Context: an optimization exercise on an open-source flow, tuned for small area, a short achievable clock period and few clock cycles. The choices shown serve that exercise and are no tape-out recipe.
In this exercise RTL edits were held to simulation tests only and were not proved equivalent to the original.

==> ember <==
## bitcoin_hash
module bitcoin_hash(
  input logic clk, reset_n, start,
  input logic [31:0] message_addr, output_addr,
  output logic done, mem_we,
  output logic [15:0] mem_addr,
  output logic [31:0] mem_write_data,
  input logic [31:0] mem_read_data);
  localparam logic [2:0] S_IDLE = 3'd0, S_W0 = 3'd1, S_B0 = 3'd2, S_FF = 3'd3,
                         S_P = 3'd4, S_INN = 3'd5, S_OUT = 3'd6;
  localparam logic [255:0] IV = {32'h6a09e667, 32'hbb67ae85, 32'h3c6ef372, 32'ha54ff53a,
                                 32'h510e527f, 32'h9b05688c, 32'h1f83d9ab, 32'h5be0cd19};
  function automatic logic [31:0] kc(input logic [5:0] idx);
    case (idx)
      6'd0: kc = 32'hc67178f2;
      6'd1: kc = 32'h428a2f98;
      6'd2: kc = 32'h71374491;
      6'd3: kc = 32'hb5c0fbcf;
      6'd4: kc = 32'he9b5dba5;
      6'd5: kc = 32'h3956c25b;
      6'd6: kc = 32'h59f111f1;
      6'd7: kc = 32'h923f82a4;
      6'd8: kc = 32'hab1c5ed5;
      6'd9: kc = 32'hd807aa98;
      6'd10: kc = 32'h12835b01;
      6'd11: kc = 32'h243185be;
      6'd12: kc = 32'h550c7dc3;
      6'd13: kc = 32'h72be5d74;
      6'd14: kc = 32'h80deb1fe;
      6'd15: kc = 32'h9bdc06a7;
      6'd16: kc = 32'hc19bf174;
      6'd17: kc = 32'he49b69c1;
      6'd18: kc = 32'hefbe4786;
      6'd19: kc = 32'h0fc19dc6;
      6'd20: kc = 32'h240ca1cc;
      6'd21: kc = 32'h2de92c6f;
      6'd22: kc = 32'h4a7484aa;
      6'd23: kc = 32'h5cb0a9dc;
      6'd24: kc = 32'h76f988da;
      6'd25: kc = 32'h983e5152;
  ...
Settings: LEC_CHECK=0, ABC_AREA=1, CAP_MARGIN=20, CORE_MARGIN=2, CORE_UTILIZATION=65, CTS_CLUSTER_DIAMETER=60, CTS_CLUSTER_SIZE=30, PLACE_DENSITY=0.75, SETUP_SLACK_MARGIN=5, SLEW_MARGIN=20; clock period 10.0 ns.
run.sh (not shown) runs the stock make flow with config.mk's settings and CLKGATE_MAP_FILE= SYNTH_SCRIPT=/design/flow/synth_recipe.tcl, a recipe that flattens the netlist after the stock synthesis.
==> lagoon: changes against ember <==
==> flow/flow/run.sh (new file) <==
#!/bin/bash
# The standard layout (standard.sh: the standard synthesis and ORFS flow
# with config.mk's settings), with only the setup repair's slack margin
# raised to 5.5 ns: repair_timing then works the paths down toward 4.5 ns.
# The clock, the constraints and every other step are the standard ones.
# The whole make output goes to standard_flow.log in the work folder.
set -euo pipefail
cd "$(dirname "$0")/.."
bash standard.sh SETUP_SLACK_MARGIN=5.5 finish > standard_flow.log 2>&1
==> flow/standard.sh (new file) <==
#!/bin/bash
# synth_recipe.tcl (not shown) runs the flow's synth.tcl, then flattens the netlist and writes it again
# the make line also repeats each setting of config.mk as NAME=value (left out here)
make -C /OpenROAD-flow-scripts/flow DESIGN_CONFIG=/design/flow/config.mk WORK_HOME=/design/flow/orfs CLKGATE_MAP_FILE= SYNTH_SCRIPT=/design/flow/synth_recipe.tcl "${@:-finish}"
Settings changed: SETUP_SLACK_MARGIN 5 to unset.
removed: flow/run.sh
==> xenon: changes against ember <==
Settings changed: ABC_AREA 1 to unset, CTS_CLUSTER_DIAMETER 60 to unset, CTS_CLUSTER_SIZE 30 to unset.
==> flow_summary.json <==
{
  "status": "no timing/DRC/antenna violations",
  "path_buf_inv": 2,
  "holdWs_ns": 0.307,
  "synth_fa_ha_area_share_pct": 15.0,
  "synth_top_area_share_pct": 35.3,
  "multi_input_area_share_pct": 54.0,
  "synth_simple_gate_area_share_pct": 12.9,
  "area_share_nonclk_buffers_pct": 3.86,
  "met3_length_microns": 21400,
  "ff2ff_path_depth": 19,
  "max_slew.worst_pin.slew_ns": 1.08,
  "grt_pass1_vias": 37900
}
Source of the figures above: xenon

==> flow_summary.json <==
{
  "status": "no timing/DRC/antenna violations",
  "grt_pass1_vias": 43000,
  "holdWs_ns": 0.320,
  "max_slew.worst_pin.slew_ns": 1.18,
  "synth_fa_ha_area_share_pct": 14.2,
  "multi_input_area_share_pct": 51.9,
  "area_share_nonclk_buffers_pct": 3.26,
  "met3_length_microns": 29000,
  "synth_top_area_share_pct": 33.8
}
Source of the figures above: lagoon

==> flow_summary.json <==
{
  "met3_length_microns": 28600,
  "synth_top_area_share_pct": 33.8,
  "synth_fa_ha_area_share_pct": 14.2,
  "htree_levels": 2,
  "grt_pass1_vias": 42500,
  "status": "no timing/DRC/antenna violations",
  "synth_simple_gate_area_share_pct": 21.4,
  "holdWs_ns": 0.328,
  "max_slew.worst_pin.slew_ns": 1.18,
  "area_share_nonclk_buffers_pct": 3.00,
  "cts-hold-fix-buffers": 0,
  "ff2ff_path_depth": 20
}
Source of the figures above: ember

Testbench counts of ember, summed over its fixed seeds: cycles 82,944.
Testbench counts of lagoon, summed over its fixed seeds: cycles 82,944.
Testbench counts of xenon, summed over its fixed seeds: cycles 82,944.

==> inputs of run G <==
Another version of the RTL of bitcoin_hash (not shown whole).
==> flow/config.mk <==
export PLATFORM = sky130hd
export DESIGN_NAME = bitcoin_hash
export DESIGN_NICKNAME = bitcoin_hash
export VERILOG_FILES = /design/flow/design.v
export SDC_FILE = /design/flow/constraint.sdc
export NUM_CORES = 4
export LEC_CHECK = 0
export ABC_AREA = 1
export CAP_MARGIN = 20
export CORE_MARGIN = 2
export CORE_UTILIZATION = 65
export CTS_CLUSTER_DIAMETER = 60
export CTS_CLUSTER_SIZE = 30
export PLACE_DENSITY = 0.75
export SLEW_MARGIN = 20
==> flow/constraint.sdc <==
create_clock -name core_clock -period 10.0 [get_ports {clk}]
set_input_delay 2.0000 -clock core_clock [delete_from_list [all_inputs] [get_ports {clk}]]
set_output_delay 2.0000 -clock core_clock [all_outputs]
set_load 0.01 [all_outputs]
standard.sh (not shown) runs the stock make flow with config.mk's settings and CLKGATE_MAP_FILE= SYNTH_SCRIPT=/design/flow/synth_recipe.tcl, a recipe that flattens the netlist after the stock synthesis.
==> flow/flow/run.sh <==
#!/bin/bash
# The standard layout (standard.sh: the standard synthesis and ORFS flow
# with config.mk's settings), with only the setup repair's slack margin
# raised to 6.5 ns: repair_timing then works the paths down toward 3.5 ns.
# The clock, the constraints and every other step are the standard ones.
# The whole make output goes to standard_flow.log in the work folder.
set -euo pipefail
cd "$(dirname "$0")/.."
bash standard.sh SETUP_SLACK_MARGIN=6.5 finish > standard_flow.log 2>&1
==> run C (differences from run G) <==
--- a/flow/design.v
+++ b/flow/design.v
@@ -6,129 +6,116 @@
   output logic [31:0] mem_write_data,
   input logic [31:0] mem_read_data);
   localparam logic [2:0] S_IDLE = 3'd0, S_W0 = 3'd1, S_B0 = 3'd2, S_FF = 3'd3,
                          S_P = 3'd4, S_INN = 3'd5, S_OUT = 3'd6, S_W1 = 3'd7;
   localparam logic [255:0] IV = {32'h6a09e667, 32'hbb67ae85, 32'h3c6ef372, 32'ha54ff53a,
                                  32'h510e527f, 32'h9b05688c, 32'h1f83d9ab, 32'h5be0cd19};
-  function automatic logic [31:0] kc(input logic [5:0] idx);
+  function automatic logic [31:0] kval(input logic [5:0] idx);
     case (idx)
-      6'd0: kc = 32'hc67178f2;
-      6'd1: kc = 32'h428a2f98;
-      6'd2: kc = 32'h71374491;
-      6'd3: kc = 32'hb5c0fbcf;
-      6'd4: kc = 32'he9b5dba5;
-      6'd5: kc = 32'h3956c25b;
-      6'd6: kc = 32'h59f111f1;
-      6'd7: kc = 32'h923f82a4;
-      6'd8: kc = 32'hab1c5ed5;
-      6'd9: kc = 32'hd807aa98;
-      6'd10: kc = 32'h12835b01;
-      6'd11: kc = 32'h243185be;
-      6'd12: kc = 32'h550c7dc3;
-      6'd13: kc = 32'h72be5d74;
-      6'd14: kc = 32'h80deb1fe;
-      6'd15: kc = 32'h9bdc06a7;
-      6'd16: kc = 32'hc19bf174;
-      6'd17: kc = 32'he49b69c1;
-      6'd18: kc = 32'hefbe4786;
-      6'd19: kc = 32'h0fc19dc6;
-      6'd20: kc = 32'h240ca1cc;
-      6'd21: kc = 32'h2de92c6f;
-      6'd22: kc = 32'h4a7484aa;
-      6'd23: kc = 32'h5cb0a9dc;
-      6'd24: kc = 32'h76f988da;
-      6'd25: kc = 32'h983e5152;
-      6'd26: kc = 32'ha831c66d;
-      6'd27: kc = 32'hb00327c8;
-      6'd28: kc = 32'hbf597fc7;
-      6'd29: kc = 32'hc6e00bf3;
-      6'd30: kc = 32'hd5a79147;
-      6'd31: kc = 32'h06ca6351;
-      6'd32: kc = 32'h14292967;
-      6'd33: kc = 32'h27b70a85;
-      6'd34: kc = 32'h2e1b2138;
-      6'd35: kc = 32'h4d2c6dfc;
-      6'd36: kc = 32'h53380d13;
-      6'd37: kc = 32'h650a7354;
-      6'd38: kc = 32'h766a0abb;
-      6'd39: kc = 32'h81c2c92e;
-      6'd40: kc = 32'h92722c85;
-      6'd41: kc = 32'ha2bfe8a1;
-      6'd42: kc = 32'ha81a664b;
-      6'd43: kc = 32'hc24b8b70;
-      6'd44: kc = 32'hc76c51a3;
-      6'd45: kc = 32'hd192e819;
-      6'd46: kc = 32'hd6990624;
-      6'd47: kc = 32'hf40e3585;
-      6'd48: kc = 32'h106aa070;
-      6'd49: kc = 32'h19a4c116;
-      6'd50: kc = 32'h1e376c08;
-      6'd51: kc = 32'h2748774c;
-      6'd52: kc = 32'h34b0bcb5;
-      6'd53: kc = 32'h391c0cb3;
-      6'd54: kc = 32'h4ed8aa4a;
-      6'd55: kc = 32'h5b9cca4f;
-      6'd56: kc = 32'h682e6ff3;
-      6'd57: kc = 32'h748f82ee;
-      6'd58: kc = 32'h78a5636f;
-      6'd59: kc = 32'h84c87814;
-      6'd60: kc = 32'h8cc70208;
-      6'd61: kc = 32'h90befffa;
-      6'd62: kc = 32'ha4506ceb;
-      6'd63: kc = 32'hbef9a3f7;
-      default: kc = 32'h0;
+      6'd0: kval = 32'h428a2f98;
+      6'd1: kval = 32'h71374491;
+      6'd2: kval = 32'hb5c0fbcf;
+      6'd3: kval = 32'he9b5dba5;
+      6'd4: kval = 32'h3956c25b;
+      6'd5: kval = 32'h59f111f1;
+      6'd6: kval = 32'h923f82a4;
+      6'd7: kval = 32'hab1c5ed5;
+      6'd8: kval = 32'hd807aa98;
+      6'd9: kval = 32'h12835b01;
+      6'd10: kval = 32'h243185be;
+      6'd11: kval = 32'h550c7dc3;
+      6'd12: kval = 32'h72be5d74;
+      6'd13: kval = 32'h80deb1fe;
+      6'd14: kval = 32'h9bdc06a7;
+      6'd15: kval = 32'hc19bf174;
+      6'd16: kval = 32'he49b69c1;
+      6'd17: kval = 32'hefbe4786;
+      6'd18: kval = 32'h0fc19dc6;
+      6'd19: kval = 32'h240ca1cc;
+      6'd20: kval = 32'h2de92c6f;
+      6'd21: kval = 32'h4a7484aa;
+      6'd22: kval = 32'h5cb0a9dc;
+      6'd23: kval = 32'h76f988da;
+      6'd24: kval = 32'h983e5152;
+      6'd25: kval = 32'ha831c66d;
+      6'd26: kval = 32'hb00327c8;
+      6'd27: kval = 32'hbf597fc7;
+      6'd28: kval = 32'hc6e00bf3;
+      6'd29: kval = 32'hd5a79147;
+      6'd30: kval = 32'h06ca6351;
+      6'd31: kval = 32'h14292967;
+      6'd32: kval = 32'h27b70a85;
+      6'd33: kval = 32'h2e1b2138;
+      6'd34: kval = 32'h4d2c6dfc;
+      6'd35: kval = 32'h53380d13;
+      6'd36: kval = 32'h650a7354;
+      6'd37: kval = 32'h766a0abb;
+      6'd38: kval = 32'h81c2c92e;
+      6'd39: kval = 32'h92722c85;
+      6'd40: kval = 32'ha2bfe8a1;
+      6'd41: kval = 32'ha81a664b;
+      6'd42: kval = 32'hc24b8b70;
+      6'd43: kval = 32'hc76c51a3;
+      6'd44: kval = 32'hd192e819;
+      6'd45: kval = 32'hd6990624;
+      6'd46: kval = 32'hf40e3585;
+      6'd47: kval = 32'h106aa070;
+      6'd48: kval = 32'h19a4c116;
+      6'd49: kval = 32'h1e376c08;
+      6'd50: kval = 32'h2748774c;
+      6'd51: kval = 32'h34b0bcb5;
+      6'd52: kval = 32'h391c0cb3;
+      6'd53: kval = 32'h4ed8aa4a;
+      6'd54: kval = 32'h5b9cca4f;
+      6'd55: kval = 32'h682e6ff3;
+      6'd56: kval = 32'h748f82ee;
+      6'd57: kval = 32'h78a5636f;
+      6'd58: kval = 32'h84c87814;
+      6'd59: kval = 32'h8cc70208;
+      6'd60: kval = 32'h90befffa;
+      6'd61: kval = 32'ha4506ceb;
+      6'd62: kval = 32'hbef9a3f7;
+      6'd63: kval = 32'hc67178f2;
+      default: kval = 32'h0;
     endcase
   endfunction
   function automatic logic [31:0] ivw(input logic [2:0] idx);
-    case (idx)
-      3'd0: ivw = 32'h6a09e667;
-      3'd1: ivw = 32'hbb67ae85;
-      3'd2: ivw = 32'h3c6ef372;
-      3'd3: ivw = 32'ha54ff53a;
-      3'd4: ivw = 32'h510e527f;
-      3'd5: ivw = 32'h9b05688c;
-      3'd6: ivw = 32'h1f83d9ab;
-      default: ivw = 32'h5be0cd19;
-    endcase
+    ivw = IV[255 - 32*idx -: 32];
   endfunction
   function automatic logic [31:0] rotr(input logic [31:0] x, input int k);
     rotr = (x >> k) | (x << (32 - k));
   endfunction
   logic [2:0]  ph;
   logic [6:0]  c;
   logic [3:0]  n;
   logic        wpend;    
   logic [15:0] oaddr;    
   logic [31:0] a1, a2, a3, e, f, g, h, t1;
-  logic [31:0] p, r, pk;
+  logic [31:0] p, r, kreg;
   logic [31:0] w [1:15];
   logic        f_iv;     
   assign mem_write_data = w[1];
   logic [31:0] bs1, ch, u1, v1, u2, v2, newT1, newE;
   assign bs1 = rotr(e, 6) ^ rotr(e, 11) ^ rotr(e, 25);
   assign ch  = (e & f) ^ (~e & g);
   assign u1 = p ^ bs1 ^ ch;
   assign v1 = ((p & bs1) | (p & ch) | (bs1 & ch)) << 1;
   assign newT1 = u1 + v1;
-  logic [31:0] u8, v8;
-  assign u8 = p ^ a3 ^ ch;
-  assign v8 = ((p & a3) | (p & ch) | (a3 & ch)) << 1;
-  assign u2 = u8 ^ v8 ^ bs1;
-  assign v2 = ((u8 & v8) | (u8 & bs1) | (v8 & bs1)) << 1;
+  assign u2 = a3 ^ u1 ^ v1;
+  assign v2 = ((a3 & u1) | (a3 & v1) | (u1 & v1)) << 1;
   assign newE = u2 + v2;
   logic [31:0] bs0, maj, u3, v3, newA;
   assign bs0 = rotr(a1, 2) ^ rotr(a1, 13) ^ rotr(a1, 22);
   assign maj = (a1 & a2) ^ (a1 & a3) ^ (a2 & a3);
   assign u3 = t1 ^ bs0 ^ maj;
   assign v3 = ((t1 & bs0) | (t1 & maj) | (bs0 & maj)) << 1;
   assign newA = u3 + v3;
   logic [31:0] px, u4, v4;
   assign px = f_iv ? IV[31:0] : g;
-  assign pk = kc(c[5:0]);
-  assign u4 = px ^ pk ^ w[15];
-  assign v4 = ((px & pk) | (px & w[15]) | (pk & w[15])) << 1;
+  assign u4 = px ^ kreg ^ w[15];
+  assign v4 = ((px & kreg) | (px & w[15]) | (kreg & w[15])) << 1;
   logic [31:0] ss0, ss1, u6, v6, sched;
   assign ss0 = rotr(w[2], 7) ^ rotr(w[2], 18) ^ (w[2] >> 3);
   assign ss1 = rotr(w[14], 17) ^ rotr(w[14], 19) ^ (w[14] >> 10);
   assign u6 = w[1] ^ w[10] ^ ss0;
   assign v6 = ((w[1] & w[10]) | (w[1] & ss0) | (w[10] & ss0)) << 1;
   assign sched = ss1 + r;
@@ -261,12 +248,13 @@
     endcase
   end
   always_ff @(posedge clk) begin
     t1 <= newT1;
     p <= u4 + v4;
     r <= u6 + v6;
+    kreg <= kval(c[5:0]);
     for (int i = 1; i < 15; i++) w[i] <= w[i+1];
     w[15] <= src;
     if (s_full)
       {w[8], w[9], w[10], w[11], w[12], w[13], w[14], w[15]} <= {newA, a1, a2, a3, e, f, g, h};
     if (s_w8r) w[8] <= newA;
     if (w7_ff) w[7] <= ffsum;
==> flow/flow/run.sh (replaced) <==
#!/bin/bash
# The standard layout (standard.sh: the standard synthesis and ORFS flow
# with config.mk's settings), with only the setup repair's slack margin
# raised to 6.3 ns: repair_timing then works the paths down toward 3.7 ns.
# The clock, the constraints and every other step are the standard ones.
# The whole make output goes to standard_flow.log in the work folder.
set -euo pipefail
cd "$(dirname "$0")/.."
bash standard.sh SETUP_SLACK_6.3=6.3 finish > standard_flow.log 2>&1
==> run Y (differences from run G) <==
--- a/flow/design.v
+++ b/flow/design.v
@@ -106,17 +106,14 @@
   logic [31:0] bs1, ch, u1, v1, u2, v2, newT1, newE;
   assign bs1 = rotr(e, 6) ^ rotr(e, 11) ^ rotr(e, 25);
   assign ch  = (e & f) ^ (~e & g);
   assign u1 = p ^ bs1 ^ ch;
   assign v1 = ((p & bs1) | (p & ch) | (bs1 & ch)) << 1;
   assign newT1 = u1 + v1;
-  logic [31:0] u8, v8;
-  assign u8 = p ^ a3 ^ ch;
-  assign v8 = ((p & a3) | (p & ch) | (a3 & ch)) << 1;
-  assign u2 = u8 ^ v8 ^ bs1;
-  assign v2 = ((u8 & v8) | (u8 & bs1) | (v8 & bs1)) << 1;
+  assign u2 = a3 ^ u1 ^ v1;
+  assign v2 = ((a3 & u1) | (a3 & v1) | (u1 & v1)) << 1;
   assign newE = u2 + v2;
   logic [31:0] bs0, maj, u3, v3, newA;
   assign bs0 = rotr(a1, 2) ^ rotr(a1, 13) ^ rotr(a1, 22);
   assign maj = (a1 & a2) ^ (a1 & a3) ^ (a2 & a3);
   assign u3 = t1 ^ bs0 ^ maj;
   assign v3 = ((t1 & bs0) | (t1 & maj) | (bs0 & maj)) << 1;
==> run R (differences from run G) <==
--- a/flow/design.v
+++ b/flow/design.v
@@ -76,22 +76,13 @@
       6'd62: kc = 32'ha4506ceb;
       6'd63: kc = 32'hbef9a3f7;
       default: kc = 32'h0;
     endcase
   endfunction
   function automatic logic [31:0] ivw(input logic [2:0] idx);
-    case (idx)
-      3'd0: ivw = 32'h6a09e667;
-      3'd1: ivw = 32'hbb67ae85;
-      3'd2: ivw = 32'h3c6ef372;
-      3'd3: ivw = 32'ha54ff53a;
-      3'd4: ivw = 32'h510e527f;
-      3'd5: ivw = 32'h9b05688c;
-      3'd6: ivw = 32'h1f83d9ab;
-      default: ivw = 32'h5be0cd19;
-    endcase
+    ivw = IV[255 - 32*idx -: 32];
   endfunction
   function automatic logic [31:0] rotr(input logic [31:0] x, input int k);
     rotr = (x >> k) | (x << (32 - k));
   endfunction
   logic [2:0]  ph;
   logic [6:0]  c;
@@ -106,17 +97,14 @@
   logic [31:0] bs1, ch, u1, v1, u2, v2, newT1, newE;
   assign bs1 = rotr(e, 6) ^ rotr(e, 11) ^ rotr(e, 25);
   assign ch  = (e & f) ^ (~e & g);
   assign u1 = p ^ bs1 ^ ch;
   assign v1 = ((p & bs1) | (p & ch) | (bs1 & ch)) << 1;
   assign newT1 = u1 + v1;
-  logic [31:0] u8, v8;
-  assign u8 = p ^ a3 ^ ch;
-  assign v8 = ((p & a3) | (p & ch) | (a3 & ch)) << 1;
-  assign u2 = u8 ^ v8 ^ bs1;
-  assign v2 = ((u8 & v8) | (u8 & bs1) | (v8 & bs1)) << 1;
+  assign u2 = a3 ^ u1 ^ v1;
+  assign v2 = ((a3 & u1) | (a3 & v1) | (u1 & v1)) << 1;
   assign newE = u2 + v2;
   logic [31:0] bs0, maj, u3, v3, newA;
   assign bs0 = rotr(a1, 2) ^ rotr(a1, 13) ^ rotr(a1, 22);
   assign maj = (a1 & a2) ^ (a1 & a3) ^ (a2 & a3);
   assign u3 = t1 ^ bs0 ^ maj;
   assign v3 = ((t1 & bs0) | (t1 & maj) | (bs0 & maj)) << 1;
==> flow/flow/run.sh (replaced) <==
#!/bin/bash
# The standard layout (standard.sh: the standard synthesis and ORFS flow
# with config.mk's settings), with only the setup repair's slack margin
# raised to 6.3 ns: repair_timing then works the paths down toward 3.7 ns.
# The clock, the constraints and every other step are the standard ones.
# The whole make output goes to standard_flow.log in the work folder.
set -euo pipefail
cd "$(dirname "$0")/.."
bash standard.sh SETUP_SLACK_6.3=6.3 finish > standard_flow.log 2>&1
==> notes.md <==
| quantity | run C | run G | run Y | run R |
|---|---|---|---|---|
| Summed area of non-filler cells in the final layout | 54080 µm² | 58910 µm² | 57270 µm² | 54130 µm² |
| Largest stage delay on the critical path | 0.58 ns | 0.74 ns | 0.59 ns | 0.57 ns |
| Reg clk slew, reported paths | 0.09 ns | 0.10 ns | 0.10 ns | 0.11 ns |
| Std cell rows | 101 | 102 | 101 | 101 |
| Fraction of layout instances using a drive strength above 1 | 0.04453 | 0.1271 | 0.1258 | 0.03685 |
| Cell count of the worst reg-to-reg path | 23 | 12 | 16 | 26 |
| Register cell area after layout | 18570 µm² | 18890 µm² | 18820 µm² | 18570 µm² |
| Worst flop-to-flop path startpoint | ff_i[0] | a1[17] | e[25] | ff_i[0] |
| Post-synth top area share | 0.3519 | 0.3426 | 0.3504 | 0.3496 |
| WL met3 | 26180 µm | 36930 µm | 30220 µm | 25230 µm |
| Status | finished clean | finished clean | finished clean | finished clean |
| Fraction of the mapped netlist area in simple logic gates | 0.1811 | 0.1857 | 0.1965 | 0.1858 |
| Mux contribution to synthesized area | 0 | 0.0001962 | 0.0002009 | 0.0002005 |
| Total area of multi-input combinational cells | 26560 µm² | 29630 µm² | 29040 µm² | 26850 µm² |
| Maximum clock frequency | 181.2 MHz | 233.6 MHz | 230.9 MHz | 177.1 MHz |
| Number of buffers inserted to repair setup after CTS | 0 | 49 | 45 | 0 |
| Critical path fanouts, max | 11 | 6 | 6 | 11 |
| Vias in the first global route | 44700 | 47920 | 45670 | 44060 |
| Hold EP | w[5][23] | w[4][15] | w[6][18] | w[4][3] |
| Multi-input combinational cell count | 4306 | 4485 | 4444 | 4441 |
| Detailed placer's ending HPWL | 145700 µm | 157300 µm | 147100 µm | 149300 µm |
| Number of clock buffers inserted by TritonCTS | 68 | 61 | 59 | 59 |
| Share of the final layout cell area in multi-input gates | 0.4912 | 0.5030 | 0.5071 | 0.4961 |
| # nets final | 6906 | 7360 | 7104 | 7041 |
| Vertical die dimension | 280.3 µm | 284.1 µm | 280.9 µm | 281.2 µm |
Testbench counts of run G, summed over its fixed seeds: cycles 83,592.
Testbench counts of run C, summed over its fixed seeds: cycles 83,592.
Testbench counts of run Y, summed over its fixed seeds: cycles 83,592.
Testbench counts of run R, summed over its fixed seeds: cycles 83,592.

-- static timing again, ports no longer ideal --
The results above use ideal ports. As a check the final layouts listed here were re-extracted and re-timed, cells and wires unchanged. Step 1, drivers: a clkbuf_16 drives clk and a buf_2 each remaining input, both assumed. Step 2 moves the port delays by t, midway between the first and last clock arrival at a register: inputs arrive t later, outputs are due t later. That takes back most of the time a late clock gives input paths. Three values: no drivers, after step 1, after step 2; two values: the first two.
| run | shift t [ns] | setup WS [ns] | worst setup path at the end | latest minus earliest clock arrival (ns) | worst slew at a driven data input, ns |
|---|---|---|---|---|---|
| ember | 0.766 | 4.991 / 4.991 / 4.991 | register to register | 0.065 / 0.065 | 0.04 |
| lagoon | 0.766 | 5.376 / 5.376 / 5.018 | input to register | 0.060 / 0.060 | 0.05 |
| xenon | 0.726 | 4.664 / 4.664 / 4.664 | register to register | 0.040 / 0.040 | 0.05 |
| run G | 0.791 | 5.720 / 5.720 / 5.719 | input to register | 0.059 / 0.058 | 0.08 |
| run C | 0.737 | 4.481 / 4.481 / 4.481 | register to register | 0.062 / 0.062 | 0.05 |
| run Y | 0.785 | 5.669 / 5.669 / 5.669 | register to register | 0.096 / 0.096 | 0.08 |
| run R | 0.745 | 4.353 / 4.353 / 4.353 | register to register | 0.068 / 0.068 | 0.11 |
After both steps setup and hold are still met in every run listed. The setup slack of lagoon, which loses most, moves by 0.000 ns with the drivers and by -0.358 ns with both steps.
